Context: an optimization exercise on an open-source flow, tuned for small area. The choices shown serve that exercise and are no tape-out recipe. Only simulation tests tie the RTL to the original design; equivalence was not proved. The clock port is modelled as an ideal driver; clocking choices that lean on that would not hold on a real chip. Power and IR drop assume default switching activity.

==> flow/design.v <==
module ClockDivider(
input in_clk,
input reset,
output out_rise
    );
	reg[4:0] count;
	assign out_rise = count[4] & count[1] & count[0];
	always @ (posedge in_clk) begin
		if (reset)
			count <= 5'd10;
		else if (out_rise)
			count <= 0;
		else
			count <= count + 1'b1;
	end
endmodule
module Debounce(input clk, input PB, output PB_down);
reg PB_sync_0;  always @(posedge clk) PB_sync_0 <= PB;
reg PB_sync_1;  always @(posedge clk) PB_sync_1 <= PB_sync_0;
reg PB_state;
reg [5:0] PB_cnt;
wire PB_idle = (PB_state==PB_sync_1);
wire PB_cnt_max = &PB_cnt;
wire fb = PB_cnt[5] ^ PB_cnt[4] ^ (PB_cnt[4:0] == 5'b10101);
always @(posedge clk) begin
    PB_cnt <= PB_idle ? 6'd0 : {~PB_cnt[4:0], fb};
    if (PB_cnt_max) PB_state <= PB_sync_1;
end
assign PB_down = PB_cnt_max & PB_sync_1 & ~PB_state;
endmodule
module binary_to_segment(
input[3:0] bin,
output reg[6:0] seven
    );
	always @(*) begin
		case (bin)
		4'd0: seven = 7'b1000000;
		4'd1: seven = 7'b1111001;
		4'd2: seven = 7'b0100100;
		4'd3: seven = 7'b0110000;
		4'd4: seven = 7'b0011001;
		4'd5: seven = 7'b0010010;
		4'd6: seven = 7'b0000010;
		4'd7: seven = 7'b1111000;
		4'd8: seven = 7'b0000000;
		4'd9: seven = 7'b0010000;
		default: seven = 7'bxxxxxxx;
		endcase
	end
endmodule
module seven_alternate(
input clk,
input en,
input reset,
input[3:0] s0,
input[2:0] s1,
input[3:0] m0,
input[2:0] m1,
output reg[3:0] small_bin,
output reg[3:0] AN
    );
	reg[1:0] count;
	always @ (*) begin
		case (count)
			2'b00: begin AN = 4'b1110; small_bin = s0; end
			2'b01: begin AN = 4'b1101; small_bin = {1'b0, s1}; end
			2'b10: begin AN = 4'b1011; small_bin = m0; end
			default: begin AN = 4'b0111; small_bin = {1'b0, m1}; end
		endcase
	end
	always @ (posedge clk) begin
		if (reset) count <= 0;
		else if (en) count <= count + 1'b1;
	end
endmodule
module KitchenTimer(
input clk, reset, minbtn, secbtn, pause, start, count_up, zippy,
input[5:0] timesetter,
output zled,
output [6:0] seven,
output [3:0] AN);
	reg[1:0] state;
	assign zled = state[1] & state[0];
	wire clean_reset, clean_minbtn, clean_secbtn, clean_pause, clean_start;
	Debounce DBRST(clk, reset, clean_reset);
	Debounce DBMIN(clk, minbtn, clean_minbtn);
	Debounce DBSEC(clk, secbtn, clean_secbtn);
	Debounce DBPAUSE(clk, pause, clean_pause);
	Debounce DBSTART(clk, start, clean_start);
	wire[2:0] m1; wire[3:0] m0; wire[2:0] s1; wire[3:0] s0;
	wire khz_rise;
	ClockDivider CDK(clk, clean_reset, khz_rise);
	wire[3:0] current_bin;
	seven_alternate SA(clk, khz_rise, clean_reset, s0, s1, m0, m1, current_bin, AN);
	binary_to_segment SEG(current_bin, seven);
	wire setting = state == 2'b00;
	wire running = state == 2'b01;
	wire advance = running & ~clean_pause;
	wire tick, tzero, m6x;
	RateCounter RC(clk, clean_reset, advance, zippy, tick);
	wire down_zero = advance & ~count_up & tzero;
	wire up_wrap = advance & count_up & m6x;
	wire zero_up = zled & count_up;
	wire set_ok = setting & ~clean_start;
	TimeCore TC(clk, clean_reset | up_wrap,
		set_ok & clean_secbtn, set_ok & ~clean_secbtn & clean_minbtn,
		(advance & ~down_zero & tick) | zero_up, count_up, timesetter,
		m1, m0, s1, s0, tzero, m6x);
	always @ (posedge clk) begin
		if (clean_reset)
			state <= 2'b00;
		else case (state)
			2'b00: if (clean_start) state <= 2'b01;
			2'b01: if (clean_pause) state <= 2'b10; else if (down_zero) state <= 2'b11;
			2'b10: if (clean_pause) state <= 2'b01;
			default: if (count_up) state <= 2'b01;
		endcase
	end
endmodule
module RateCounter(input clk, input reset, input en, input zippy, output tick);
	reg[8:0] r400; reg[2:0] r5;
	wire fast_flag = &r400;
	wire slow_flag = fast_flag & r5[2] & ~r5[0];
	assign tick = zippy ? fast_flag : slow_flag;
	wire[8:0] t400;
	assign t400[0] = en;
	genvar i;
	generate for (i = 1; i < 9; i = i + 1) begin : g
		assign t400[i] = t400[i-1] & r400[i-1];
	end endgenerate
	wire wrap = en & fast_flag;
	always @(posedge clk) begin
		if (reset) r400 <= 9'd112;
		else r400 <= (r400 ^ t400) | {2'b00, {3{wrap}}, 4'b0000};
		if (reset) r5 <= 0;
		else if (wrap) r5 <= {r5[1] & r5[0], r5[0], ~r5[2]};
	end
endmodule
module TimeCore(input clk, input clear, input set_sec, input set_min,
	input step, input up, input[5:0] ts,
	output reg[2:0] m1, output reg[3:0] m0, output reg[2:0] s1, output reg[3:0] s0,
	output tzero, output m6x);
	assign tzero = m1 == 0 && m0 == 0 && s1 == 0 && s0 == 0;
	assign m6x = m1[2] & m1[1];
	wire m68 = m6x && m0[3];
	wire ts_hi = ts[5:2] == 4'b1111;          
	wire wrap = m68 & (ts[5] | ts[4]);        
	wire[5:0] cin = {set_sec & wrap ? {ts[5] & ts[4], ~ts[4]} : set_sec & ts_hi ? 2'b00 : ts[5:4],
	                 set_sec & ts_hi & ~wrap ? 2'b00 : ts[3:2], ts[1:0]};
	wire[6:0] conv;
	bin2bcd CV(cin, conv);
	function [3:0] tog10(input [3:0] q, input u);
		tog10 = u ? {q[0] & (q[3] | q[1] & q[2]), q[0] & q[1], q[0] & ~q[3], 1'b1}
		          : {~q[0] & ~q[1] & ~q[2], ~q[0] & ~q[1] & (q[2] | q[3]), ~q[0] & (q[1] | q[2] | q[3]), 1'b1};
	endfunction
	function [2:0] tog6(input [2:0] q, input u);
		tog6 = u ? {q[0] & (q[1] | q[2]), q[0] & ~q[2], 1'b1}
		         : {~q[0] & ~q[1], ~q[0] & (q[1] | q[2]), 1'b1};
	endfunction
	function [2:0] tog7(input [2:0] q, input u);
		tog7 = u ? {q[0] & q[1], q[0], 1'b1} : {~q[0] & ~q[1], ~q[0], 1'b1};
	endfunction
	wire s0t = up ? s0 == 4'd9 : s0 == 4'd0;
	wire s1t = up ? s1 == 3'd5 : s1 == 3'd0;
	wire c0 = step & s0t;
	wire c1 = c0 & s1t;
	wire mstep = c1 | (set_sec & ts_hi & ~wrap);
	wire mup = up | set_sec;
	wire m0t = mup ? m0 == 4'd9 : m0 == 4'd0;
	wire c2 = mstep & m0t;
	wire mclear = clear | (set_sec & wrap);
	always @(posedge clk) begin
		s0 <= clear ? 4'd0 : set_sec ? conv[3:0] : s0 ^ ({4{step}} & tog10(s0, up));
		s1 <= clear ? 3'd0 : set_sec ? conv[6:4] : s1 ^ ({3{c0}} & tog6(s1, up));
		m0 <= mclear ? 4'd0 : set_min ? conv[3:0] : m0 ^ ({4{mstep}} & tog10(m0, mup));
		m1 <= mclear ? 3'd0 : set_min ? conv[6:4] : m1 ^ ({3{c2}} & tog7(m1, mup));
	end
endmodule
module bin2bcd(input[5:0] b, output[6:0] d);
	wire[3:0] a1 = {1'b0, b[5:3]};
	wire[3:0] c1 = a1 >= 5 ? a1 + 4'd3 : a1;
	wire[3:0] a2 = {c1[2:0], b[2]};
	wire[3:0] c2 = a2 >= 5 ? a2 + 4'd3 : a2;
	wire[3:0] a3 = {c2[2:0], b[1]};
	wire[3:0] c3 = a3 >= 5 ? a3 + 4'd3 : a3;
	assign d = {c1[3], c2[3], c3[3], c3[2:0], b[0]};
endmodule
==> flow/flow/run.sh <==
#!/bin/bash
# Own flow: the standard synthesis for reference, the same synthesis with area-oriented ABC
# scripts (best one kept), then the standard layout steps with small port buffers.
set -uo pipefail
W=$PWD
F=$W/flow
make_synth() {  # $1 work home, $2 synth script
  make -C $FLOW_HOME DESIGN_CONFIG=$W/config.mk WORK_HOME=$1 CLKGATE_MAP_FILE= \
    SYNTH_SCRIPT=$2 CAP_MARGIN=20 CORE_MARGIN=2 CORE_UTILIZATION=85 SLEW_MARGIN=20 \
    ADDER_MAP_FILE= synth
}
# reference: the standard synthesis
make -C $FLOW_HOME DESIGN_CONFIG=$W/config.mk WORK_HOME=$W/std CLKGATE_MAP_FILE= \
  SYNTH_SCRIPT=$W/synth_recipe.tcl CAP_MARGIN=20 CORE_MARGIN=2 CORE_UTILIZATION=85 SLEW_MARGIN=20 \
  synth > $W/synth_std.log 2>&1 || exit 1
STD=$W/std/results/$FLOW_PLATFORM/KitchenTimer/base/1_2_yosys.v
best=""; bestarea=""
for i in 1 2 3 4 5 6; do
  sed "s|@ABC@|$F/abc$i.script|" $F/my_synth.tcl.in > $W/my_synth_$i.tcl
  ( make_synth $W/syn$i $W/my_synth_$i.tcl > $W/synth_$i.log 2>&1 ) &
done
wait
for i in 1 2 3 4 5 6; do
  N=$W/syn$i/results/$FLOW_PLATFORM/KitchenTimer/base/1_2_yosys.v
  R=$W/syn$i/reports/$FLOW_PLATFORM/KitchenTimer/base/synth_stat.txt
  [ -f $N ] || continue
  python3 $F/regs.py $STD $N >> $W/regs_check.log 2>&1 || continue
  a=$(grep "Chip area for module" $R | tail -1 | awk '{print $NF}')
  echo "abc$i: $a" >> $W/synth_choice.log
  if [ -z "$best" ] || python3 -c "import sys; sys.exit(0 if $a < $bestarea else 1)"; then best=$N; bestarea=$a; fi
done
[ -n "$best" ] || best=$STD
echo "chosen: $best" >> $W/synth_choice.log
cp $best $W/chosen_netlist.v
bash $W/standard.sh SYNTH_NETLIST_FILES=$W/chosen_netlist.v \
  "BUFFER_PORTS_ARGS=-buffer_cell sky130_fd_sc_hd__buf_1" \
  "CTS_ARGS=-sink_clustering_enable -repair_clock_nets -dont_use_dummy_load -buf_list sky130_fd_sc_hd__clkbuf_4" finish > $W/layout.log 2>&1
==> flow/flow/abc1.script <==
strash
balance -l; resub -K 6 -l; rewrite -l; resub -K 6 -N 2 -l; refactor -l; resub -K 8 -l; balance -l; resub -K 8 -N 2 -l; rewrite -l; resub -K 10 -l; rewrite -z -l; resub -K 10 -N 2 -l; balance -l; resub -K 12 -l; refactor -z -l; resub -K 12 -N 2 -l; rewrite -z -l; balance -l
dch -f
amap
topo
==> flow/flow/abc2.script <==
strash
balance -l; resub -K 6 -l; rewrite -l; resub -K 6 -N 2 -l; refactor -l; resub -K 8 -l; balance -l; resub -K 8 -N 2 -l; rewrite -l; resub -K 10 -l; rewrite -z -l; resub -K 10 -N 2 -l; balance -l; resub -K 12 -l; refactor -z -l; resub -K 12 -N 2 -l; rewrite -z -l; balance -l
dch -f
amap
strash
balance -l; resub -K 6 -l; rewrite -l; resub -K 6 -N 2 -l; refactor -l; resub -K 8 -l; balance -l; resub -K 8 -N 2 -l; rewrite -l; resub -K 10 -l; rewrite -z -l; resub -K 10 -N 2 -l; balance -l; resub -K 12 -l; refactor -z -l; resub -K 12 -N 2 -l; rewrite -z -l; balance -l
dch -f
amap
topo
==> flow/flow/abc3.script <==
strash
balance -l; resub -K 6 -l; rewrite -l; resub -K 6 -N 2 -l; refactor -l; resub -K 8 -l; balance -l; resub -K 8 -N 2 -l; rewrite -l; resub -K 10 -l; rewrite -z -l; resub -K 10 -N 2 -l; balance -l; resub -K 12 -l; refactor -z -l; resub -K 12 -N 2 -l; rewrite -z -l; balance -l
&get -n
&dch -f
&nf -a -R 1000
&put
topo
==> flow/flow/abc4.script <==
strash
balance -l; resub -K 6 -l; rewrite -l; resub -K 6 -N 2 -l; refactor -l; resub -K 8 -l; balance -l; resub -K 8 -N 2 -l; rewrite -l; resub -K 10 -l; rewrite -z -l; resub -K 10 -N 2 -l; balance -l; resub -K 12 -l; refactor -z -l; resub -K 12 -N 2 -l; rewrite -z -l; balance -l
&get -n
&dch -f
&nf -a -R 1000
&put
strash
balance -l; resub -K 6 -l; rewrite -l; resub -K 6 -N 2 -l; refactor -l; resub -K 8 -l; balance -l; resub -K 8 -N 2 -l; rewrite -l; resub -K 10 -l; rewrite -z -l; resub -K 10 -N 2 -l; balance -l; resub -K 12 -l; refactor -z -l; resub -K 12 -N 2 -l; rewrite -z -l; balance -l
&get -n
&dch -f
&nf -a -R 1000
&put
topo
==> flow/flow/abc5.script <==
strash
balance -l; resub -K 6 -l; rewrite -l; resub -K 6 -N 2 -l; refactor -l; resub -K 8 -l; balance -l; resub -K 8 -N 2 -l; rewrite -l; resub -K 10 -l; rewrite -z -l; resub -K 10 -N 2 -l; balance -l; resub -K 12 -l; refactor -z -l; resub -K 12 -N 2 -l; rewrite -z -l; balance -l
&get -n
&dch -f
&nf -a -R 1000 -F 10 -A 10
&put
topo
==> flow/flow/abc6.script <==
strash
balance -l; resub -K 6 -l; rewrite -l; resub -K 6 -N 2 -l; refactor -l; resub -K 8 -l; balance -l; resub -K 8 -N 2 -l; rewrite -l; resub -K 10 -l; rewrite -z -l; resub -K 10 -N 2 -l; balance -l; resub -K 12 -l; refactor -z -l; resub -K 12 -N 2 -l; rewrite -z -l; balance -l
dch -f
amap
strash
balance -l; resub -K 6 -l; rewrite -l; resub -K 6 -N 2 -l; refactor -l; resub -K 8 -l; balance -l; resub -K 8 -N 2 -l; rewrite -l; resub -K 10 -l; rewrite -z -l; resub -K 10 -N 2 -l; balance -l; resub -K 12 -l; refactor -z -l; resub -K 12 -N 2 -l; rewrite -z -l; balance -l
dch -f
amap
strash
balance -l; resub -K 6 -l; rewrite -l; resub -K 6 -N 2 -l; refactor -l; resub -K 8 -l; balance -l; resub -K 8 -N 2 -l; rewrite -l; resub -K 10 -l; rewrite -z -l; resub -K 10 -N 2 -l; balance -l; resub -K 12 -l; refactor -z -l; resub -K 12 -N 2 -l; rewrite -z -l; balance -l
dch -f
amap
topo
==> flow/flow/my_synth.tcl.in <==
# The standard synthesis (synth_recipe.tcl), with the ABC step given its own script and
# no adder extraction; the registers are the standard synthesis's.
proc synth {args} { yosys synth -nofsm -noshare {*}$args }
set fd [open $::env(SCRIPTS_DIR)/synth.tcl]
set src [read $fd]
close $fd
set old {log_cmd abc {*}$abc_args}
if { [string first $old $src] < 0 } { error "abc call not found in synth.tcl" }
set src [string map [list $old {log_cmd abc {*}[lreplace $abc_args 1 1 @ABC@]}] $src]
eval $src
# left out here: clear keep_hierarchy, flatten, clean up, hide names made inside functions, write 1_2_yosys.v
==> flow/flow/regs.py <==
# Lists the registers (instance name and cell type) of a Yosys netlist, or compares two netlists' lists.
import re, sys
def regs(path):
    out = {}
    for m in re.finditer(r'^\s*(sky130_fd_sc_hd__\w*df\w*)\s+(\S+|\\\S+)\s*\(', open(path).read(), re.M):
        out[m.group(2)] = re.sub(r'_\d+$', '', m.group(1))
    return out
a, b = regs(sys.argv[1]), regs(sys.argv[2])
if a != b:
    print("register mismatch:", sorted(set(a.items()) ^ set(b.items()))[:20])
    sys.exit(1)
print("registers match:", len(a))
==> flow/standard.sh <==
#!/bin/bash
# synth_recipe.tcl (not shown) runs the flow's synth.tcl, then flattens the netlist and writes it again
# the make line also repeats each setting of config.mk as NAME=value (left out here)
make -C /OpenROAD-flow-scripts/flow DESIGN_CONFIG=/design/flow/config.mk WORK_HOME=/design/flow/orfs CLKGATE_MAP_FILE= SYNTH_SCRIPT=/design/flow/synth_recipe.tcl "${@:-finish}"
==> flow/config.mk <==
export PLATFORM = sky130hd
export DESIGN_NAME = KitchenTimer
export DESIGN_NICKNAME = KitchenTimer
export VERILOG_FILES = /design/flow/design.v
export SDC_FILE = /design/flow/constraint.sdc
export NUM_CORES = 4
export LEC_CHECK = 0
export CAP_MARGIN = 20
export CORE_MARGIN = 2
export CORE_UTILIZATION = 85
export SLEW_MARGIN = 20
==> flow/constraint.sdc <==
create_clock -name core_clock -period 12.0 [get_ports {clk}]
set_input_delay 2.4000 -clock core_clock [delete_from_list [all_inputs] [get_ports {clk}]]
set_output_delay 2.4000 -clock core_clock [all_outputs]
set_load 0.01 [all_outputs]
==> qor.csv, run 1 <==
metric;value;unit
outcome;stopped before the end;
syn_area_per_cell;8.72;um^2
ys_warn_count;0;
stop_error;[ERROR GPL-0301] Utilization 101.092 % exceeds 100%.;
dieWidth;66.2;um
die_height;66.2;um
syn-cell-area;3290;um^2
syn_nets;391;
initial_core_util;89.1;%
stop_stage;3_1_place_gp_skip_io;
syn_inst;377;
rows;22;
==> inputs of run 2 (changes only) <==
--- a/flow/flow/run.sh
+++ b/flow/flow/run.sh
@@ -8,3 +8,3 @@
   make -C $FLOW_HOME DESIGN_CONFIG=$W/config.mk WORK_HOME=$1 CLKGATE_MAP_FILE= \
-    SYNTH_SCRIPT=$2 CAP_MARGIN=20 CORE_MARGIN=2 CORE_UTILIZATION=85 SLEW_MARGIN=20 \
+    SYNTH_SCRIPT=$2 CAP_MARGIN=20 CORE_MARGIN=2 CORE_UTILIZATION=40 SLEW_MARGIN=20 \
     ADDER_MAP_FILE= synth
@@ -13,3 +13,3 @@
 make -C $FLOW_HOME DESIGN_CONFIG=$W/config.mk WORK_HOME=$W/std CLKGATE_MAP_FILE= \
-  SYNTH_SCRIPT=$W/synth_recipe.tcl CAP_MARGIN=20 CORE_MARGIN=2 CORE_UTILIZATION=85 SLEW_MARGIN=20 \
+  SYNTH_SCRIPT=$W/synth_recipe.tcl CAP_MARGIN=20 CORE_MARGIN=2 CORE_UTILIZATION=40 SLEW_MARGIN=20 \
   synth > $W/synth_std.log 2>&1 || exit 1
@@ -36,2 +36,2 @@
   "BUFFER_PORTS_ARGS=-buffer_cell sky130_fd_sc_hd__buf_1" \
-  "CTS_ARGS=-sink_clustering_enable -repair_clock_nets -dont_use_dummy_load -buf_list sky130_fd_sc_hd__clkbuf_4" finish > $W/layout.log 2>&1
+  "CTS_ARGS=-sink_clustering_enable -repair_clock_nets -dont_use_dummy_load" finish > $W/layout.log 2>&1
--- a/flow/config.mk
+++ b/flow/config.mk
@@ -9,3 +9,3 @@
 export CORE_MARGIN = 2
-export CORE_UTILIZATION = 85
+export CORE_UTILIZATION = 40
 export SLEW_MARGIN = 20
==> run 2 against run 1 <==
Net effect: now clean on timing, DRC and antenna; area after synthesis unchanged; synthesized cell count unchanged.
==> qor.csv, run 2 <==
metric;value;unit
drt_iter0_drc;128;
largest_register;RC.r400;
initial_core_util;40.6;%
grt_max_degree;15;
path_class;in -> reg;
period_needed;5.23;ns
rrSetupSlack;7.63;ns
hold_buffers;0;
p_sw;0.305;mW
grtUsageTotal;15.1;%
finalInstanceArea;3650;um^2
clkTransAtPathRegs;0.07;ns
cp_common_cell;nand2_1;
drive_gt1_share;2.67;%
grt_setup_unrepaired;false;
drcViolationCount;0;
worstMarginPinSlew;0.573;ns
reg2reg_depth;19;
maxSlewViolCount;0;
cp_slowest_cell;nor3b_1;
cts_made_buffers;9;
cts_tree;built;
p_int;0.515;mW
startpoint_type;input port;
switching_share;37.2;%
hp-class;reg -> reg;
syn_inst;377;
ys_warn_count;0;
p_leak;1.35;nW
die_height;94.7;um
post_drt_wl_per_cell;12.3;um
slew-limit-headroom;61.6;%
die-area;8960;um^2
routed_wl;6.33;mm
ctsResizeCount;0;
end_kind;register;
syn_nets;391;
post_cts.repair.setup_buffers;0;
cts.sinks;80;
clock_path_buffers;2;
hp-start;DBPAUSE.PB_sync_0$_DFF_P_;
root_buffer;clkbuf_8;
ant_nets;0;
hold_viol_final;0;
rows;33;
largest_reg_flops;9;
syn_area_per_cell;8.72;um^2
drv_cap;0;
io_pins;26;
worstReg2RegStart;DBPAUSE.PB_cnt[5]$_SDFF_PN0_;
dieWidth;94.7;um
grt_pass1_wl;10.8;mm
vias;2713;
clock_power_share;17.9;%
core-area;8090;um^2
gp_congestion;0.793;
cp.buffers_inverters;1;
final_common_cell;dfxtp_1;
timing.fmax;191;MHz
setup_viol;0;
outcome;complete, no violations;
insertedDiodeCount;0;
holdPathEnd;DBPAUSE.PB_sync_1$_DFF_P_;
min_period_over_period;43.6;%
skew;0.0286;ns
pwr-share-seq;49.1;%
final_net_count;428;
grt_pass1_vias;2424;
worstPathCellList;buf_1 -> or2_0 -> nor3_1 -> and3_1 -> nor2_1 -> nand2_1 -> nand2_1 -> o311ai_0 -> nor3b_1 -> o21ai_0 -> nand2b_1 -> o31a_1 -> nor3_1 -> nand2_1 -> xor2_1 -> a21oi_1;
holdPathStages;0;
hpwlAfterDp;4.68;mm
crit_path_max_fanout;9;
first_pass_iters;4;
power.density;225;nW/um^2
ir_drop;69.9;uV
crit_arrival;5.48;ns
portBuffers;25;
htree_levels;3;
crit_required;12.26;ns
fill_cells;835;
routed_via_density;5.25;
critPathMaxStageDelay;0.38;ns
antenna_found_initial;0;
area.growth.synth_to_final;11.0;%
grt_remaining_overflow;0;
pwr-share-comb;33.0;%
dpl-instance-area;3530;um^2
clock_latency;0.34;ns
tns;0;ns
syn-cell-area;3290;um^2
most-common-layout-cells;75 x dfxtp_1, 68 x nor2_1, 40 x a21oi_1;
worstReg2RegEnd;TC.m1[2]$_SDFF_PP0_;
path_delay_family;simple AND/OR/NAND/NOR gates;
-- run 2: power groups by stage --
stage | Clock [mW] | Combinational (mW) | Sequential, mW
floorplan | 0 | 0.211 | 0.389
CTS | 0.153 | 0.273 | 0.402
global placement | 0 | 0.265 | 0.407
finish | 0.147 | 0.271 | 0.403
detailed placement | 0 | 0.271 | 0.408
global route | 0.164 | 0.310 | 0.415
-- run 2: layout make-up --
| class | instances | area [um^2] | share of cell area, % |
|---|---|---|---|
| Sequential cell | 80 | 1650 | 45.3 |
| Multi-Input combinational cell | 289 | 1610 | 44.2 |
| Tap cell | 105 | 131 | 3.60 |
| Clock buffer | 9 | 124 | 3.39 |
| Timing Repair Buffer | 26 | 101 | 2.78 |
| Inverter | 8 | 30.0 | 0.823 |
-- run 2: per-layer routing --
layer | vias up | wire [um] | global-route usage, % | share of wire, %
met5 | - | 0 | 0 | 0
met4 | 0 | 119 | 7.49 | 1.9
met3 | 13 | 244 | 3.27 | 3.9
met2 | 47 | 2810 | 23.9 | 44
met1 | 1223 | 3160 | 19.5 | 50
li1 | 1430 | - | - | -
-- run 2: how the worst max path moves through the flow --
stage / startpoint / slack (ns) / to / cells after the start
6_report: count_up / 6.77 / TC.m1[2]$_SDFF_PP0_ / 16
2_1_floorplan: count_up / 7.08 / TC.m1[2]$_SDFF_PP0_ / 15
3_3_place_gp: count_up / 6.62 / TC.m1[2]$_SDFF_PP0_ / 16
3_5_place_dp: count_up / 6.48 / TC.m1[2]$_SDFF_PP0_ / 16
4_1_cts: count_up / 6.81 / TC.m1[2]$_SDFF_PP0_ / 16
5_1_grt: count_up / 6.42 / TC.m1[2]$_SDFF_PP0_ / 16
-- run 2: through the flow --
stage	cells	utilization, %	hold WS [ns]	power, mW	setup slack [ns]
after floorplan	377	-	0.310	0.600	7.08
after global placement	508	43.6	0.311	0.673	6.62
after detailed placement	508	43.6	0.315	0.679	6.48
after CTS	517	45.1	0.331	0.828	6.81
after global routing	517	45.1	0.333	0.889	6.42
final	517	45.1	0.327	0.820	6.77
==> inputs of run 3 (changes only) <==
==> flow/flow/run.sh (replaced) <==
#!/bin/bash
set -uo pipefail
W=$PWD
F=$W/flow
export W F
# reference: the standard synthesis
make -C $FLOW_HOME DESIGN_CONFIG=$W/config.mk WORK_HOME=$W/std CLKGATE_MAP_FILE= \
  SYNTH_SCRIPT=$W/synth_recipe.tcl synth > $W/synth_std.log 2>&1 || exit 1
STD=$W/std/results/$FLOW_PLATFORM/KitchenTimer/base/1_2_yosys.v
synth_one() {  # $1 ABC script name
  sed "s|@ABC@|$F/$1.script|" $F/my_synth.tcl.in > $W/my_synth_$1.tcl
  make -C $FLOW_HOME DESIGN_CONFIG=$W/config.mk WORK_HOME=$W/syn_$1 CLKGATE_MAP_FILE= \
    SYNTH_SCRIPT=$W/my_synth_$1.tcl ADDER_MAP_FILE= synth > $W/synth_$1.log 2>&1
}
export -f synth_one
SCRIPTS=$(cd $F && ls *.script | sed 's/\.script$//')
printf '%s\n' $SCRIPTS | xargs -P ${NUM_CORES:-4} -I{} bash -c 'synth_one {}'
best=""; bestarea=""
for s in $SCRIPTS; do
  N=$W/syn_$s/results/$FLOW_PLATFORM/KitchenTimer/base/1_2_yosys.v
  R=$W/syn_$s/reports/$FLOW_PLATFORM/KitchenTimer/base/synth_stat.txt
  [ -f $N ] || continue
  python3 $F/regs.py $STD $N >> $W/regs_check.log 2>&1 || continue
  a=$(grep "Chip area for module" $R | tail -1 | awk '{print $NF}')
  echo "$s: $a" >> $W/synth_choice.log
  if [ -z "$best" ] || python3 -c "import sys; sys.exit(0 if $a < $bestarea else 1)"; then best=$N; bestarea=$a; fi
done
[ -n "$best" ] || best=$STD
echo "chosen: $best" >> $W/synth_choice.log
cp $best $W/chosen_netlist.v
bash $W/standard.sh SYNTH_NETLIST_FILES=$W/chosen_netlist.v \
  "BUFFER_PORTS_ARGS=-buffer_cell sky130_fd_sc_hd__buf_1" \
  "CTS_ARGS=-sink_clustering_enable -repair_clock_nets -dont_use_dummy_load $(cat $F/cts_bufs.txt)" \
  finish > $W/layout.log 2>&1
==> flow/flow/a1.script (new file) <==
strash
balance -l; resub -K 6 -l; rewrite -l; resub -K 6 -N 2 -l; refactor -l; resub -K 8 -l; balance -l; resub -K 8 -N 2 -l; rewrite -l; resub -K 10 -l; rewrite -z -l; resub -K 10 -N 2 -l; balance -l; resub -K 12 -l; refactor -z -l; resub -K 12 -N 2 -l; rewrite -z -l; balance -l
dch -f
amap
topo
==> flow/flow/a2.script (new file) <==
strash
balance -l; resub -K 6 -l; rewrite -l; resub -K 6 -N 2 -l; refactor -l; resub -K 8 -l; balance -l; resub -K 8 -N 2 -l; rewrite -l; resub -K 10 -l; rewrite -z -l; resub -K 10 -N 2 -l; balance -l; resub -K 12 -l; refactor -z -l; resub -K 12 -N 2 -l; rewrite -z -l; balance -l
dch -f
amap
strash
balance -l; resub -K 6 -l; rewrite -l; resub -K 6 -N 2 -l; refactor -l; resub -K 8 -l; balance -l; resub -K 8 -N 2 -l; rewrite -l; resub -K 10 -l; rewrite -z -l; resub -K 10 -N 2 -l; balance -l; resub -K 12 -l; refactor -z -l; resub -K 12 -N 2 -l; rewrite -z -l; balance -l
dch -f
amap
topo
==> flow/flow/a3.script (new file) <==
strash
balance -l; resub -K 6 -l; rewrite -l; resub -K 6 -N 2 -l; refactor -l; resub -K 8 -l; balance -l; resub -K 8 -N 2 -l; rewrite -l; resub -K 10 -l; rewrite -z -l; resub -K 10 -N 2 -l; balance -l; resub -K 12 -l; refactor -z -l; resub -K 12 -N 2 -l; rewrite -z -l; balance -l
&get -n
&dch -f
&nf -a -R 1000
&put
topo
==> flow/flow/a4.script (new file) <==
strash
balance -l; resub -K 6 -l; rewrite -l; resub -K 6 -N 2 -l; refactor -l; resub -K 8 -l; balance -l; resub -K 8 -N 2 -l; rewrite -l; resub -K 10 -l; rewrite -z -l; resub -K 10 -N 2 -l; balance -l; resub -K 12 -l; refactor -z -l; resub -K 12 -N 2 -l; rewrite -z -l; balance -l
&get -n
&dch -f
&nf -a -R 1000
&put
strash
balance -l; resub -K 6 -l; rewrite -l; resub -K 6 -N 2 -l; refactor -l; resub -K 8 -l; balance -l; resub -K 8 -N 2 -l; rewrite -l; resub -K 10 -l; rewrite -z -l; resub -K 10 -N 2 -l; balance -l; resub -K 12 -l; refactor -z -l; resub -K 12 -N 2 -l; rewrite -z -l; balance -l
&get -n
&dch -f
&nf -a -R 1000
&put
topo
==> flow/flow/a5.script (new file) <==
strash
balance -l; resub -K 6 -l; rewrite -l; resub -K 6 -N 2 -l; refactor -l; resub -K 8 -l; balance -l; resub -K 8 -N 2 -l; rewrite -l; resub -K 10 -l; rewrite -z -l; resub -K 10 -N 2 -l; balance -l; resub -K 12 -l; refactor -z -l; resub -K 12 -N 2 -l; rewrite -z -l; balance -l
&get -n
&dch -f
&nf -a -R 1000 -F 10 -A 10
&put
topo
==> flow/flow/a6.script (new file) <==
strash
balance -l; resub -K 6 -l; rewrite -l; resub -K 6 -N 2 -l; refactor -l; resub -K 8 -l; balance -l; resub -K 8 -N 2 -l; rewrite -l; resub -K 10 -l; rewrite -z -l; resub -K 10 -N 2 -l; balance -l; resub -K 12 -l; refactor -z -l; resub -K 12 -N 2 -l; rewrite -z -l; balance -l
dch -f
amap
strash
balance -l; resub -K 6 -l; rewrite -l; resub -K 6 -N 2 -l; refactor -l; resub -K 8 -l; balance -l; resub -K 8 -N 2 -l; rewrite -l; resub -K 10 -l; rewrite -z -l; resub -K 10 -N 2 -l; balance -l; resub -K 12 -l; refactor -z -l; resub -K 12 -N 2 -l; rewrite -z -l; balance -l
dch -f
amap
strash
balance -l; resub -K 6 -l; rewrite -l; resub -K 6 -N 2 -l; refactor -l; resub -K 8 -l; balance -l; resub -K 8 -N 2 -l; rewrite -l; resub -K 10 -l; rewrite -z -l; resub -K 10 -N 2 -l; balance -l; resub -K 12 -l; refactor -z -l; resub -K 12 -N 2 -l; rewrite -z -l; balance -l
dch -f
amap
topo
==> flow/flow/cts_bufs.txt (new file) <==
-buf_list sky130_fd_sc_hd__clkbuf_4
==> flow/flow/d1.script (new file) <==
strash
&get -n
&deepsyn -J 500 -T 60 -S 1
&put
balance -l; resub -K 6 -l; rewrite -l; resub -K 6 -N 2 -l; refactor -l; resub -K 8 -l; balance -l; resub -K 8 -N 2 -l; rewrite -l; resub -K 10 -l; rewrite -z -l; resub -K 10 -N 2 -l; balance -l; resub -K 12 -l; refactor -z -l; resub -K 12 -N 2 -l; rewrite -z -l; balance -l
&get -n
&dch -f
&nf -a -R 1000
&put
topo
==> flow/flow/d2.script (new file) <==
strash
&get -n
&deepsyn -J 500 -T 60 -S 2
&put
balance -l; resub -K 6 -l; rewrite -l; resub -K 6 -N 2 -l; refactor -l; resub -K 8 -l; balance -l; resub -K 8 -N 2 -l; rewrite -l; resub -K 10 -l; rewrite -z -l; resub -K 10 -N 2 -l; balance -l; resub -K 12 -l; refactor -z -l; resub -K 12 -N 2 -l; rewrite -z -l; balance -l
&get -n
&dch -f
&nf -a -R 1000
&put
topo
==> flow/flow/d3.script (new file) <==
strash
&get -n
&deepsyn -J 500 -T 60 -S 3
&put
balance -l; resub -K 6 -l; rewrite -l; resub -K 6 -N 2 -l; refactor -l; resub -K 8 -l; balance -l; resub -K 8 -N 2 -l; rewrite -l; resub -K 10 -l; rewrite -z -l; resub -K 10 -N 2 -l; balance -l; resub -K 12 -l; refactor -z -l; resub -K 12 -N 2 -l; rewrite -z -l; balance -l
&get -n
&dch -f
&nf -a -R 1000
&put
topo
==> flow/flow/d4.script (new file) <==
strash
&get -n
&deepsyn -J 500 -T 60 -S 4
&put
balance -l; resub -K 6 -l; rewrite -l; resub -K 6 -N 2 -l; refactor -l; resub -K 8 -l; balance -l; resub -K 8 -N 2 -l; rewrite -l; resub -K 10 -l; rewrite -z -l; resub -K 10 -N 2 -l; balance -l; resub -K 12 -l; refactor -z -l; resub -K 12 -N 2 -l; rewrite -z -l; balance -l
&get -n
&dch -f
&nf -a -R 1000
&put
topo
==> flow/flow/d5.script (new file) <==
strash
&get -n
&deepsyn -J 500 -T 60 -S 5
&put
balance -l; resub -K 6 -l; rewrite -l; resub -K 6 -N 2 -l; refactor -l; resub -K 8 -l; balance -l; resub -K 8 -N 2 -l; rewrite -l; resub -K 10 -l; rewrite -z -l; resub -K 10 -N 2 -l; balance -l; resub -K 12 -l; refactor -z -l; resub -K 12 -N 2 -l; rewrite -z -l; balance -l
&get -n
&dch -f
&nf -a -R 1000
&put
topo
==> flow/flow/d6.script (new file) <==
strash
&get -n
&deepsyn -J 500 -T 60 -S 6
&put
balance -l; resub -K 6 -l; rewrite -l; resub -K 6 -N 2 -l; refactor -l; resub -K 8 -l; balance -l; resub -K 8 -N 2 -l; rewrite -l; resub -K 10 -l; rewrite -z -l; resub -K 10 -N 2 -l; balance -l; resub -K 12 -l; refactor -z -l; resub -K 12 -N 2 -l; rewrite -z -l; balance -l
&get -n
&dch -f
&nf -a -R 1000
&put
topo
--- a/flow/config.mk
+++ b/flow/config.mk
@@ -9,3 +9,3 @@
 export CORE_MARGIN = 2
-export CORE_UTILIZATION = 40
+export CORE_UTILIZATION = 80
 export SLEW_MARGIN = 20
removed: flow/flow/abc1.script
removed: flow/flow/abc2.script
removed: flow/flow/abc3.script
removed: flow/flow/abc4.script
removed: flow/flow/abc5.script
removed: flow/flow/abc6.script
==> run 3 against run 2 <==
Net effect: critical path type unchanged; fmax down 5.8%; largest power group unchanged; power decreased by 12%; critical path depth fell by 1; still clean; area after synthesis decreased by 2.0%; sequential share of layout area increased by 2.5 points.
==> qor.csv, run 3 <==
metric;value;unit
worstPathCellList;buf_1 -> or4_1 -> nor2_1 -> and4_1 -> nor2_1 -> a22oi_1 -> a211oi_1 -> nor4_1 -> o21ai_0 -> o31a_1 -> nand2b_1 -> a21oi_1 -> a21oi_1 -> o21ai_0 -> o21ai_0;
top_layer;met4;
cp_common_cell;o21ai_0;
largest_reg_flops;9;
drt_iter0_drc;245;
final_common_cell;dfxtp_1;
outcome;complete, no violations;
antenna_found_initial;0;
first_pass_iters;5;
die-area;4550;um^2
maxSlewViolCount;0;
cts_tree;built;
setup_viol;0;
min_period_over_period;46.3;%
post-place-ws;6.15;ns
most-common-layout-cells;75 x dfxtp_1, 60 x nor2_1, 31 x nand2_1;
post_drt_wl_per_cell;14.6;um
syn-cell-area;3220;um^2
hp-class;reg -> reg;
crit_required;12.28;ns
syn_area_per_cell;8.76;um^2
dieWidth;67.5;um
p_total;0.720;mW
ir_drop;134;uV
ctsResizeCount;0;
gp_congestion;0.859;
slew-limit-headroom;64.5;%
cp_slowest_cell;nor4_1;
syn_nets;382;
hpwlAfterDp;4.95;mm
initial_core_util;81.7;%
hold_buffers;0;
largest_register;RC.r400;
insertedDiodeCount;0;
drcViolationCount;0;
finalInstanceArea;3460;um^2
portBuffers;25;
startpoint_type;input port;
dr_wl_met2;3.23;mm
hold_viol_final;0;
fill_cells;215;
period_needed;5.55;ns
tns;0;ns
setup_slack;6.45;ns
timing.fmax;180;MHz
die_height;67.5;um
worstMarginPinSlew;0.528;ns
core-area;3940;um^2
drive_gt1_share;2.73;%
skew;0.0255;ns
critPathMaxStageDelay;0.49;ns
syn_inst;368;
path_class;in -> reg;
htree_levels;3;
p_leak;1.31;nW
routed_wl;6.61;mm
path_delay_family;compound AO/OA/AOI/OAI gates;
crit_path_max_fanout;11;
final_net_count;419;
grt_remaining_overflow;0;
routed_via_density;6.19;
grtUsageTotal;31.0;%
cts.sinks;80;
wl_met3;364;um
power.density;208;nW/um^2
crit_arrival;5.83;ns
ys_warn_count;0;
rows;23;
grt_setup_unrepaired;false;
area.growth.synth_to_final;7.38;%
clkTransAtPathRegs;0.11;ns
cp.buffers_inverters;1;
io_pins;26;
post_cts.repair.setup_buffers;0;
drv_cap;0;
root_buffer;clkbuf_4;
vias;2805;
clock_path_buffers;2;
wl_met1;2.88;mm
grt_max_degree;14;
ant_nets;0;
dpl-instance-area;3390;um^2
end_kind;register;
grt_pass1_vias;2525;
rrSetupSlack;7.34;ns
clock_latency;0.41;ns
grt_pass1_wl;10.5;mm
cts_made_buffers;9;
==> run 3: worst paths after layout <==
check / from / end / depth (start not counted)
min reg2reg: DBRST.PB_sync_0$_DFF_P_ / DBRST.PB_sync_1$_DFF_P_ / 0
min: DBRST.PB_sync_0$_DFF_P_ / DBRST.PB_sync_1$_DFF_P_ / 0
max: count_up / TC.m1[2]$_SDFF_PP0_ / 15
max reg2reg: DBPAUSE.PB_cnt[3]$_SDFF_PN0_ / TC.m1[2]$_SDFF_PP0_ / 19
==> run 3: report_power, final <==
part	switching, mW	internal, mW
Sequential	0.0607	0.325
Combinational	0.130	0.0946
Clock	0.0753	0.0349
Total	0.266	0.454
==> run 3: layout make-up <==
type | count | area (um^2) | area share, %
multi-input combinational | 278 | 1540 | 44.5
sequential | 80 | 1650 | 47.7
clock buffer | 9 | 67.6 | 1.95
timing repair buffer | 26 | 101 | 2.93
inverter | 10 | 37.5 | 1.08
tap | 50 | 62.6 | 1.81
==> run 3: routing by layer <==
metal | global-route usage (%) | vias up
met5 | 0 | -
met4 | 17.6 | 0
met3 | 7.00 | 22
met2 | 52.5 | 123
met1 | 35.9 | 1273
li1 | - | 1387
==> run 3: per-stage QoR <==
step | std cells | util (%) | hold slack (ns)
floorplan | 368 | - | 0.310
global placement | 444 | 86.0 | 0.310
detailed placement | 444 | 86.0 | 0.317
CTS | 453 | 87.7 | 0.328
global route | 453 | 87.7 | 0.328
finish | 453 | 87.7 | 0.332
==> run 3: worst reg2reg max path: cells and delay by family, from the launching register on <==
family	cells	cell delay, ns
and+or+nand+nor	11	2.57
DFF	1	0.38
AOI/OAI and AO/OA	8	1.61
==> inputs of run 4 (changes only) <==
--- a/flow/flow/run.sh
+++ b/flow/flow/run.sh
@@ -32,3 +32,3 @@
   "BUFFER_PORTS_ARGS=-buffer_cell sky130_fd_sc_hd__buf_1" \
-  "CTS_ARGS=-sink_clustering_enable -repair_clock_nets -dont_use_dummy_load $(cat $F/cts_bufs.txt)" \
+  "CTS_ARGS=-sink_clustering_enable -repair_clock_nets -dont_use_dummy_load" \
   finish > $W/layout.log 2>&1
--- a/flow/config.mk
+++ b/flow/config.mk
@@ -9,3 +9,3 @@
 export CORE_MARGIN = 2
-export CORE_UTILIZATION = 80
+export CORE_UTILIZATION = 40
 export SLEW_MARGIN = 20
removed: flow/flow/cts_bufs.txt
==> run 4 against run 3 <==
Net effect: register-to-register slack improved by 0.05 ns; largest cell class unchanged; combinational power barely moved; non-clock buffer count did not move; routed wire length fell by 2.8%; count of clock-buffer cells in the layout did not move; flip-flop and latch count did not move; utilization fell by 42 points; via count fell by 6.2%; hold slack got worse by 0.011 ns; highest routed layer unchanged; cell area rose by 3.5%.
==> qor.csv, run 4 <==
metric;value;unit
portBuffers;25;
crit_path_max_fanout;11;
first_pass_iters;4;
switching_share;35.6;%
path_class;in -> reg;
maxSlewViolCount;0;
hold_buffers;0;
ir_drop;92.4;uV
timing.fmax;177;MHz
tns;0;ns
syn-cell-area;3220;um^2
grt_max_degree;15;
ant_nets;0;
io_pins;26;
p_sw;0.269;mW
slew-limit-headroom;65.7;%
crit_arrival;5.87;ns
hp-class;reg -> reg;
dpl.cell_count;496;
grt_pass1_wl;11.0;mm
syn_nets;382;
syn_inst;368;
post_drt_wl_per_cell;12.7;um
insertedDiodeCount;0;
worstMarginPinSlew;0.511;ns
grt_pass1_vias;2414;
drv_cap;0;
drt_iter0_drc;151;
rows;32;
htree_levels;3;
power.density;211;nW/um^2
initial_core_util;41.5;%
cts_made_buffers;9;
post_cts.repair.setup_buffers;0;
cts.sinks;80;
clkTransAtPathRegs;0.07;ns
most-common-layout-cells;75 x dfxtp_1, 60 x nor2_1, 31 x nand2_1;
min_period_over_period;47.2;%
largest_register;RC.r400;
largest_reg_flops;9;
skew;0.0203;ns
die_height;93.7;um
final_common_cell;dfxtp_1;
p_leak;1.33;nW
clock_power_share;19.5;%
setup_viol;0;
outcome;complete, no violations;
startpoint_type;input port;
syn_area_per_cell;8.76;um^2
pwr-share-comb;29.8;%
period_needed;5.67;ns
drive_gt1_share;2.73;%
hold_viol_final;0;
cts_tree;built;
drcViolationCount;0;
root_buffer;clkbuf_8;
end_kind;register;
final_net_count;419;
fill_cells;768;
pwr-share-seq;50.7;%
gp_congestion;0.816;
grtUsageTotal;15.8;%
area.growth.synth_to_final;11.1;%
finalNonFillerCells;505;
ys_warn_count;0;
clock_latency;0.35;ns
crit_required;12.21;ns
hold_ws;0.321;ns
vias;2632;
p_int;0.486;mW
dieWidth;93.7;um
routed_via_density;5.21;
die-area;8790;um^2
clock_path_buffers;2;
antenna_found_initial;0;
ctsResizeCount;0;
grt_setup_unrepaired;false;
hpwlAfterDp;4.75;mm
routed_wl;6.42;mm
core-area;7770;um^2
grt_remaining_overflow;0;
-- run 4: final cells by class --
type                    instances  area (um^2)  share of cell area [%]
multi-input cells             278         1540                    43.0
well taps                     102          128                    3.56
inverters                      10         37.5                    1.05
repair buffers                 26          101                    2.83
flip-flops and latches         80         1650                    46.1
clock buffers                   9          124                    3.46
-- run 4: through the flow --
stage | cell area [um^2] | utilization [%] | worst slack (ns) | power [mW]
2_1_floorplan | 3220 | - | 6.78 | 0.543
3_3_place_gp | 3460 | 44.5 | 6.25 | 0.607
3_5_place_dp | 3460 | 44.5 | 6.05 | 0.613
4_1_cts | 3580 | 46.1 | 6.43 | 0.764
5_1_grt | 3580 | 46.1 | 5.88 | 0.817
6_report | 3580 | 46.1 | 6.33 | 0.756
-- run 4: metal layers --
layer | track usage (%) | part of all wire (%) | vias to the layer above
met1 | 19.8 | 46 | 1175
met5 | 0 | 0 | -
met3 | 4.65 | 6.1 | 16
met2 | 24.8 | 45 | 68
met4 | 7.25 | 2.5 | 0
li1 | - | - | 1373
-- run 4: final timing paths --
| check | from | to | slack, ns | cells past startpoint |
|---|---|---|---|---|
| max reg2reg | DBPAUSE.PB_cnt[1]$_SDFF_PN0_ | TC.m1[2]$_SDFF_PP0_ | 7.39 | 19 |
| max | count_up | TC.m1[2]$_SDFF_PP0_ | 6.33 | 15 |
| min | DBMIN.PB_sync_0$_DFF_P_ | DBMIN.PB_sync_1$_DFF_P_ | 0.32 | 0 |
| min reg2reg | DBMIN.PB_sync_0$_DFF_P_ | DBMIN.PB_sync_1$_DFF_P_ | 0.32 | 0 |
-- run 4: power by group through the flow --
stage | clock [mW] | sequential (mW) | combinational (mW)
floorplan | 0 | 0.371 | 0.171
global placement | 0 | 0.387 | 0.220
detailed placement | 0 | 0.389 | 0.224
CTS | 0.156 | 0.383 | 0.225
global route | 0.166 | 0.394 | 0.257
finish | 0.148 | 0.383 | 0.225
-- run 4: worst max-delay path, cell delays in order --
cell	delay [ns]
buf_1	0.21
or4_1	0.48
nor2_1	0.15
and4_1	0.24
nor2_1	0.05
a22oi_1	0.38
a211oi_1	0.15
nor4_1	0.45
o21ai_0	0.24
o31a_1	0.39
nand2b_1	0.23
a21oi_1	0.22
a21oi_1	0.10
o21ai_0	0.08
o21ai_0	0.09
==> inputs of run 5 (changes only) <==
==> flow/flow/d10.script (new file) <==
strash
&get -n
&deepsyn -J 500 -T 60 -S 10
&put
balance -l; resub -K 6 -l; rewrite -l; resub -K 6 -N 2 -l; refactor -l; resub -K 8 -l; balance -l; resub -K 8 -N 2 -l; rewrite -l; resub -K 10 -l; rewrite -z -l; resub -K 10 -N 2 -l; balance -l; resub -K 12 -l; refactor -z -l; resub -K 12 -N 2 -l; rewrite -z -l; balance -l
&get -n
&dch -f
&nf -a -R 1000
&put
topo
==> flow/flow/d11.script (new file) <==
strash
&get -n
&deepsyn -J 500 -T 60 -S 11
&put
balance -l; resub -K 6 -l; rewrite -l; resub -K 6 -N 2 -l; refactor -l; resub -K 8 -l; balance -l; resub -K 8 -N 2 -l; rewrite -l; resub -K 10 -l; rewrite -z -l; resub -K 10 -N 2 -l; balance -l; resub -K 12 -l; refactor -z -l; resub -K 12 -N 2 -l; rewrite -z -l; balance -l
&get -n
&dch -f
&nf -a -R 1000
&put
topo
==> flow/flow/d12.script (new file) <==
strash
&get -n
&deepsyn -J 500 -T 60 -S 12
&put
balance -l; resub -K 6 -l; rewrite -l; resub -K 6 -N 2 -l; refactor -l; resub -K 8 -l; balance -l; resub -K 8 -N 2 -l; rewrite -l; resub -K 10 -l; rewrite -z -l; resub -K 10 -N 2 -l; balance -l; resub -K 12 -l; refactor -z -l; resub -K 12 -N 2 -l; rewrite -z -l; balance -l
&get -n
&dch -f
&nf -a -R 1000
&put
topo
==> flow/flow/d7.script (new file) <==
strash
&get -n
&deepsyn -J 500 -T 60 -S 7
&put
balance -l; resub -K 6 -l; rewrite -l; resub -K 6 -N 2 -l; refactor -l; resub -K 8 -l; balance -l; resub -K 8 -N 2 -l; rewrite -l; resub -K 10 -l; rewrite -z -l; resub -K 10 -N 2 -l; balance -l; resub -K 12 -l; refactor -z -l; resub -K 12 -N 2 -l; rewrite -z -l; balance -l
&get -n
&dch -f
&nf -a -R 1000
&put
topo
==> flow/flow/d8.script (new file) <==
strash
&get -n
&deepsyn -J 500 -T 60 -S 8
&put
balance -l; resub -K 6 -l; rewrite -l; resub -K 6 -N 2 -l; refactor -l; resub -K 8 -l; balance -l; resub -K 8 -N 2 -l; rewrite -l; resub -K 10 -l; rewrite -z -l; resub -K 10 -N 2 -l; balance -l; resub -K 12 -l; refactor -z -l; resub -K 12 -N 2 -l; rewrite -z -l; balance -l
&get -n
&dch -f
&nf -a -R 1000
&put
topo
==> flow/flow/d9.script (new file) <==
strash
&get -n
&deepsyn -J 500 -T 60 -S 9
&put
balance -l; resub -K 6 -l; rewrite -l; resub -K 6 -N 2 -l; refactor -l; resub -K 8 -l; balance -l; resub -K 8 -N 2 -l; rewrite -l; resub -K 10 -l; rewrite -z -l; resub -K 10 -N 2 -l; balance -l; resub -K 12 -l; refactor -z -l; resub -K 12 -N 2 -l; rewrite -z -l; balance -l
&get -n
&dch -f
&nf -a -R 1000
&put
topo
removed: flow/flow/a1.script
removed: flow/flow/a2.script
removed: flow/flow/a3.script
removed: flow/flow/a5.script
==> run 5 against run 4 <==
Net effect: still clean; global-route usage is 0.13 points lower; non-clock buffer count stayed put; cell count is 0.40% lower; cell area is 0.24% lower; via count is 1.0% higher; routed wire length is 2.1% lower; power is 2.7% higher; fmax is 1.9% lower; area after synthesis is 0.27% lower; highest routed layer unchanged.
==> qor.csv, run 5 <==
metric;value;unit
root_buffer;clkbuf_8;
worstMarginPinSlew;0.694;ns
hpwlAfterDp;4.69;mm
io_pins;26;
syn_nets;380;
grt_max_degree;19;
outcome;complete, no violations;
post-place-ws;5.95;ns
maxSlewViolCount;0;
die-area;8770;um^2
ys_warn_count;0;
routed_via_density;5.29;
dieWidth;93.6;um
grt_pass1_wl;11.0;mm
gp_congestion;0.862;
holdPathStages;0;
worstReg2RegStart;DBPAUSE.PB_cnt[1]$_SDFF_PN0_;
ant_nets;0;
drive_gt1_share;2.74;%
period_needed;5.78;ns
cts.sinks;80;
power.density;217;nW/um^2
final_net_count;417;
antenna_found_initial;0;
path_class;in -> reg;
p_total;0.776;mW
area.growth.synth_to_final;11.2;%
htree_levels;3;
slew-limit-headroom;53.4;%
drcViolationCount;0;
syn_area_per_cell;8.78;um^2
min_period_over_period;48.1;%
drt_iter0_drc;81;
final_common_cell;dfxtp_1;
syn_inst;366;
rows;32;
setup_viol;0;
crit_arrival;5.97;ns
largest_reg_flops;9;
skew;0.0128;ns
setup_slack;6.22;ns
crit_path_max_fanout;14;
core-area;7770;um^2
clock_latency;0.33;ns
hp-start;DBRST.PB_sync_0$_DFF_P_;
end_kind;register;
cts_made_buffers;9;
utilization;46.0;%
clock_path_buffers;2;
insertedDiodeCount;0;
drv_cap;0;
multi_input_area;1520;um^2
vias;2659;
die_height;93.6;um
rrSetupSlack;7.02;ns
cts_tree;built;
syn-cell-area;3210;um^2
grt_pass1_vias;2509;
worstReg2RegEnd;TC.m1[1]$_SDFF_PP0_;
hold_ws;0.318;ns
grtUsageTotal;15.6;%
ctsResizeCount;0;
holdPathEnd;DBRST.PB_sync_1$_DFF_P_;
ir_drop;64.4;uV
reg2reg_depth;22;
grt_remaining_overflow;0;
grt_setup_unrepaired;false;
p_leak;1.30;nW
hp-class;reg -> reg;
tns;0;ns
post_cts.repair.setup_buffers;0;
most-common-layout-cells;75 x dfxtp_1, 55 x nor2_1, 31 x nand2_1;
routed_wl;6.28;mm
portBuffers;25;
largest_register;RC.r400;
hold_viol_final;0;
post_drt_wl_per_cell;12.5;um
startpoint_type;input port;
register_area;1650;um^2
clkTransAtPathRegs;0.07;ns
crit_required;12.20;ns
timing.fmax;173;MHz
hold_buffers;0;
fill_cells;779;
first_pass_iters;4;
initial_core_util;41.4;%
-- run 5: changes by cell type in the layout (fill, tap and decap cells not counted), sizes merged, moves of 4 or more --
cell	before	now
nand2b	7	3
o21ai	21	26
or2	2	6
nor2	60	55
nand3	7	12
xor2	7	3
and3	11	7
-- run 5: how the worst max path moves through the flow --
stage,slack [ns],depth (start not counted),end,from
after floorplan,6.93,17,TC.m1[1]$_SDFF_PP0_,count_up
after global placement,6.21,17,TC.m1[1]$_SDFF_PP0_,count_up
after detailed placement,5.95,18,TC.m1[1]$_SDFF_PP0_,count_up
after CTS,6.29,18,TC.m1[1]$_SDFF_PP0_,count_up
after global routing,5.79,16,TC.m0[2]$_SDFF_PP0_,count_up
final,6.22,18,TC.m1[1]$_SDFF_PP0_,count_up
-- run 5: through the flow --
stage | instance area (um^2) | std cells
6_report | 3570 | 503
3_5_place_dp | 3450 | 494
2_1_floorplan | 3210 | 366
5_1_grt | 3570 | 503
3_3_place_gp | 3450 | 494
4_1_cts | 3570 | 503
-- run 5: area by class of cell --
| class | instances | area share (%) |
|---|---|---|
| Inverter | 12 | 1.26 |
| Clock buffer | 9 | 3.47 |
| Sequential cell | 80 | 46.2 |
| Multi-Input combinational cell | 274 | 42.6 |
| Timing Repair Buffer | 26 | 2.84 |
| Tap cell | 102 | 3.57 |
-- run 5: worst max-delay path, stage by stage --
cell,delay (ns)
buf_1,0.25
or2_0,0.32
nor3_1,0.23
nand3_1,0.11
nor4_1,0.39
o31ai_1,0.26
nand4_1,0.17
nand2_1,0.09
nor3_1,0.41
nand2_1,0.12
nand2_1,0.11
and2_0,0.16
o21ai_0,0.20
nand2_1,0.16
o211ai_1,0.17
a21oi_1,0.20
xnor2_1,0.13
o22ai_1,0.08
-- run 5: layer usage --
metal	global-route usage, %	wire length, um	vias up
met5	0	0	-
met4	6.52	113	0
met3	3.63	248	11
met2	25.1	2790	42
met1	20.3	3130	1226
li1	-	-	1380
-- run 5: power by group --
part / total, mW / internal (mW) / switching [mW]
Sequential: 0.386 / 0.325 / 0.0607
Clock: 0.147 / 0.0670 / 0.0801
Combinational: 0.243 / 0.101 / 0.142
==> inputs of run 6 (changes only) <==
--- a/flow/flow/run.sh
+++ b/flow/flow/run.sh
@@ -30,5 +30,13 @@
 cp $best $W/chosen_netlist.v
-bash $W/standard.sh SYNTH_NETLIST_FILES=$W/chosen_netlist.v \
-  "BUFFER_PORTS_ARGS=-buffer_cell sky130_fd_sc_hd__buf_1" \
-  "CTS_ARGS=-sink_clustering_enable -repair_clock_nets -dont_use_dummy_load" \
-  finish > $W/layout.log 2>&1
+ARGS=(SYNTH_NETLIST_FILES=$W/chosen_netlist.v "BUFFER_PORTS_ARGS=-buffer_cell sky130_fd_sc_hd__buf_1" \
+  "CTS_ARGS=-sink_clustering_enable -repair_clock_nets -dont_use_dummy_load")
+bash $W/standard.sh "${ARGS[@]}" place > $W/layout_place.log 2>&1
+# hand-made clock tree (leaf clkbuf_4 buffers) if its slew is safely under the limit
+RES=$W/orfs/results/$FLOW_PLATFORM/KitchenTimer/base
+for K in 12 14 16; do
+  sleep 1
+  RES_DIR=$RES LIB_FILE=$FLOW_HOME/platforms/$FLOW_PLATFORM/lib/sky130_fd_sc_hd__tt_025C_1v80.lib \
+    PLATFORM_DIR=$FLOW_HOME/platforms/$FLOW_PLATFORM CTS_K=$K CTS_LEAF=clkbuf_4 CTS_ROOT=clkbuf_4 \
+    CTS_MAX_SLEW_PS=100 openroad -no_init -exit $F/cts_manual.tcl > $W/cts_manual_$K.log 2>&1 && break
+done
+bash $W/standard.sh "${ARGS[@]}" finish > $W/layout.log 2>&1
==> flow/flow/cts_manual.tcl (new file) <==
# Clock tree by hand: the flip-flops are split into K groups by location (k-means), each
# group gets a leaf clock buffer at its centre, and one root buffer drives the leaves from
# the clock port. Writes 4_1_cts.odb, 4_cts.odb and 4_cts.sdc only if the flip-flop clock
# pins' slew stays under the limit given, so that the standard CTS step runs otherwise.
set res $::env(RES_DIR)
read_liberty $::env(LIB_FILE)
read_db $res/3_place.odb
read_sdc $res/3_place.sdc
source $::env(PLATFORM_DIR)/setRC.tcl
set K $::env(CTS_K)
set leaf sky130_fd_sc_hd__$::env(CTS_LEAF)
set root sky130_fd_sc_hd__$::env(CTS_ROOT)
set dbu [[ord::get_db_tech] getDbUnitsPerMicron]
set pts {}
foreach inst [[ord::get_db_block] getInsts] {
  if {[string match *df* [[$inst getMaster] getName]]} {
    set bb [$inst getBBox]
    lappend pts [list [$inst getName] [expr (([$bb xMin]+[$bb xMax])/2.0)/$dbu] [expr (([$bb yMin]+[$bb yMax])/2.0)/$dbu]]
  }
}
set pts [lsort -real -index 1 $pts]
set n [llength $pts]
set cs {}
for {set k 0} {$k < $K} {incr k} { set p [lindex $pts [expr int(($k + 0.5) * $n / $K)]]; lappend cs [list [lindex $p 1] [lindex $p 2]] }
for {set it 0} {$it < 50} {incr it} {
  set sum {}; for {set k 0} {$k < $K} {incr k} { lappend sum {0 0 0} }
  set asg {}
  foreach p $pts {
    set best -1; set bd 1e18
    for {set k 0} {$k < $K} {incr k} { set c [lindex $cs $k]; set d [expr abs([lindex $p 1]-[lindex $c 0]) + abs([lindex $p 2]-[lindex $c 1])]; if {$d < $bd} { set bd $d; set best $k } }
    lappend asg $best
    set s [lindex $sum $best]; lset sum $best [list [expr [lindex $s 0]+[lindex $p 1]] [expr [lindex $s 1]+[lindex $p 2]] [expr [lindex $s 2]+1]]
  }
  for {set k 0} {$k < $K} {incr k} { set s [lindex $sum $k]; if {[lindex $s 2] > 0} { lset cs $k [list [expr [lindex $s 0]/[lindex $s 2]] [expr [lindex $s 1]/[lindex $s 2]]] } }
}
set lx 0; set ly 0; set nl 0
for {set k 0} {$k < $K} {incr k} {
  set pins {}
  foreach p $pts a $asg { if {$a == $k} { lappend pins [get_pins "[lindex $p 0]/CLK"] } }
  if {[llength $pins] == 0} { continue }
  puts "leaf $k: [llength $pins] flops at [lindex $cs $k]"
  insert_buffer -buffer_cell $leaf -net clk -load_pins $pins -location [lindex $cs $k] -buffer_name clkbuf_leaf_$k -net_name clknet_leaf_$k
  set lx [expr $lx + [lindex $cs $k 0]]; set ly [expr $ly + [lindex $cs $k 1]]; incr nl
}
insert_buffer -buffer_cell $root -net clk -location [list [expr $lx / $nl] [expr $ly / $nl]] -buffer_name clkbuf_root -net_name clknet_root
set_propagated_clock [all_clocks]
detailed_placement
check_placement -verbose
estimate_parasitics -placement
set w 0
foreach p [get_pins */CLK] { set v [get_property $p slew_max]; if {$v > $w} { set w $v } }
set w [expr $w * 1e12]
puts "worst flip-flop clock slew (placement estimate): $w ps"
report_clock_skew
report_worst_slack -max
report_worst_slack -min
if {$w > $::env(CTS_MAX_SLEW_PS)} {
  puts "slew over $::env(CTS_MAX_SLEW_PS) ps: leaving CTS to the standard step"
  exit 1
}
write_db $res/4_1_cts.odb
exec cp $res/4_1_cts.odb $res/4_cts.odb
write_sdc $res/4_cts.sdc
puts "manual clock tree written"
==> run 6 against run 5 <==
Net effect: largest power group unchanged; critical path type unchanged; global-route usage stayed put; critical endpoint unchanged; register-to-register slack hardly changed; area after synthesis stayed put; count of clock-buffer cells in the layout stayed put; routed wire length stayed put; worst setup slack stayed put; sequential power hardly changed; via count stayed put.
==> qor.csv, run 6 <==
metric;value;unit
crit_required;12.20;ns
hold_buffers;0;
clock_latency;0.33;ns
utilization;46.0;%
min_period_over_period;48.1;%
p_leak;1.30;nW
grt_pass1_wl;11.0;mm
worstMarginPinSlew;0.694;ns
ys_warn_count;0;
ant_nets;0;
routed_wl;6.28;mm
maxSlewViolCount;0;
cts_made_buffers;9;
ir_drop;64.4;uV
slew-limit-headroom;53.4;%
hold_viol_final;0;
area.growth.synth_to_final;11.2;%
clkTransAtPathRegs;0.07;ns
post_drt_wl_per_cell;12.5;um
startpoint_type;input port;
grt_max_degree;19;
grt_pass1_vias;2509;
final_common_cell;dfxtp_1;
worstReg2RegStart;DBPAUSE.PB_cnt[1]$_SDFF_PN0_;
hp-start;DBRST.PB_sync_0$_DFF_P_;
hpwlAfterDp;4.69;mm
ctsResizeCount;0;
crit_start;count_up;
largest_register;RC.r400;
io_pins;26;
initial_core_util;41.4;%
first_pass_iters;4;
fill_cells;779;
setup_viol;0;
core-area;7770;um^2
root_buffer;clkbuf_8;
drv_cap;0;
clock_path_buffers;2;
die-area;8770;um^2
tns;0;ns
largest_reg_flops;9;
cts_tree;built;
hp-class;reg -> reg;
period_needed;5.78;ns
grtUsageTotal;15.6;%
skew;0.0128;ns
cts.sinks;80;
portBuffers;25;
insertedDiodeCount;0;
gp_congestion;0.862;
drcViolationCount;0;
power.density;217;nW/um^2
multi_input_area;1520;um^2
grt_setup_unrepaired;false;
syn-cell-area;3210;um^2
reg2reg_depth;22;
post_cts.repair.setup_buffers;0;
p_total;0.776;mW
most-common-layout-cells;75 x dfxtp_1, 55 x nor2_1, 31 x nand2_1;
antenna_found_initial;0;
htree_levels;3;
syn_inst;366;
syn_area_per_cell;8.78;um^2
holdPathStages;0;
rows;32;
vias;2659;
outcome;complete, no violations;
crit_path_max_fanout;14;
die_height;93.6;um
drive_gt1_share;2.74;%
dieWidth;93.6;um
register_area;1650;um^2
drt_iter0_drc;81;
grt_remaining_overflow;0;
routed_via_density;5.29;
crit_arrival;5.97;ns
final_net_count;417;
timing.fmax;173;MHz
syn_nets;380;
path_class;in -> reg;
end_kind;register;
[run 6: worst max-delay path: stages]
cell and delay [ns]:
buf_1 0.25, or2_0 0.32, nor3_1 0.23, nand3_1 0.11
nor4_1 0.39, o31ai_1 0.26, nand4_1 0.17, nand2_1 0.09
nor3_1 0.41, nand2_1 0.12, nand2_1 0.11, and2_0 0.16
o21ai_0 0.20, nand2_1 0.16, o211ai_1 0.17, a21oi_1 0.20
xnor2_1 0.13, o22ai_1 0.08
[run 6: metal layers]
metal / wire length, um / track usage (%) / up-vias
li1: - / - / 1380
met1: 3130 / 20.3 / 1226
met2: 2790 / 25.1 / 42
met3: 248 / 3.63 / 11
met4: 113 / 6.52 / 0
met5: 0 / 0 / -
[run 6: layout make-up]
class,count,share of cell area (%)
Clock buffer,9,3.47
Inverter,12,1.26
Sequential cell,80,46.2
Tap cell,102,3.57
Multi-Input combinational cell,274,42.6
Timing Repair Buffer,26,2.84
[run 6: report_power, final]
part | internal (mW) | total (mW) | leakage, nW | switching (mW)
clock | 0.0670 | 0.147 | 0.0647 | 0.0801
combinational | 0.101 | 0.243 | 0.565 | 0.142
sequential | 0.325 | 0.386 | 0.671 | 0.0607
total | 0.494 | 0.776 | 1.30 | 0.283
[run 6: worst paths after layout]
kind,end,slack [ns]
min,DBRST.PB_sync_1$_DFF_P_,0.32
max reg2reg,TC.m1[1]$_SDFF_PP0_,7.02
min reg2reg,DBRST.PB_sync_1$_DFF_P_,0.32
max,TC.m1[1]$_SDFF_PP0_,6.22
[run 6: through the flow]
step                      cell area (um^2)  hold WS, ns  setup WS (ns)  instances
after global placement                3450        0.311           6.21        494
final                                 3570        0.318           6.22        503
after global routing                  3570        0.334           5.79        503
after floorplan                       3210        0.310           6.93        366
after CTS                             3570        0.324           6.29        503
after detailed placement              3450        0.312           5.95        494

afterwards: timing with drivers on the ports:
In the flow no input, the clock included, has a driving cell. The finished layouts below were timed again as built, in two steps.
Step 1 assumes that a clkbuf_16 drives the clock port and a buf_2 every other input.
Step 2 times the ports against the registers' clock, not the clock port: input delays grow and output delays shrink by t, the midpoint of the rising clock arrivals with the driver on.
a / b / c = ideal ports / drivers / drivers and shift; a / b = the first two.
run | shift t [ns] | slack for setup (ns) | worst setup path after step 2 | slew at the worst register clock pin (ns) | pins driven straight from the clock port
run 2 | 0.356 | 6.773 / 6.776 / 6.420 | input to register | 0.08 / 0.08 | 1
run 3 | 0.423 | 6.449 / 6.451 / 6.027 | input to register | 0.12 / 0.12 | 1
run 4 | 0.366 | 6.335 / 6.346 / 5.980 | input to register | 0.08 / 0.08 | 1
run 5 | 0.354 | 6.222 / 6.227 / 5.873 | input to register | 0.07 / 0.07 | 1
run 6 | 0.354 | 6.222 / 6.227 / 5.873 | input to register | 0.07 / 0.07 | 1
After both steps every run listed still meets setup and hold. The setup slack of run 3, which loses most, moves by +0.002 ns with the drivers and by -0.422 ns with both steps.
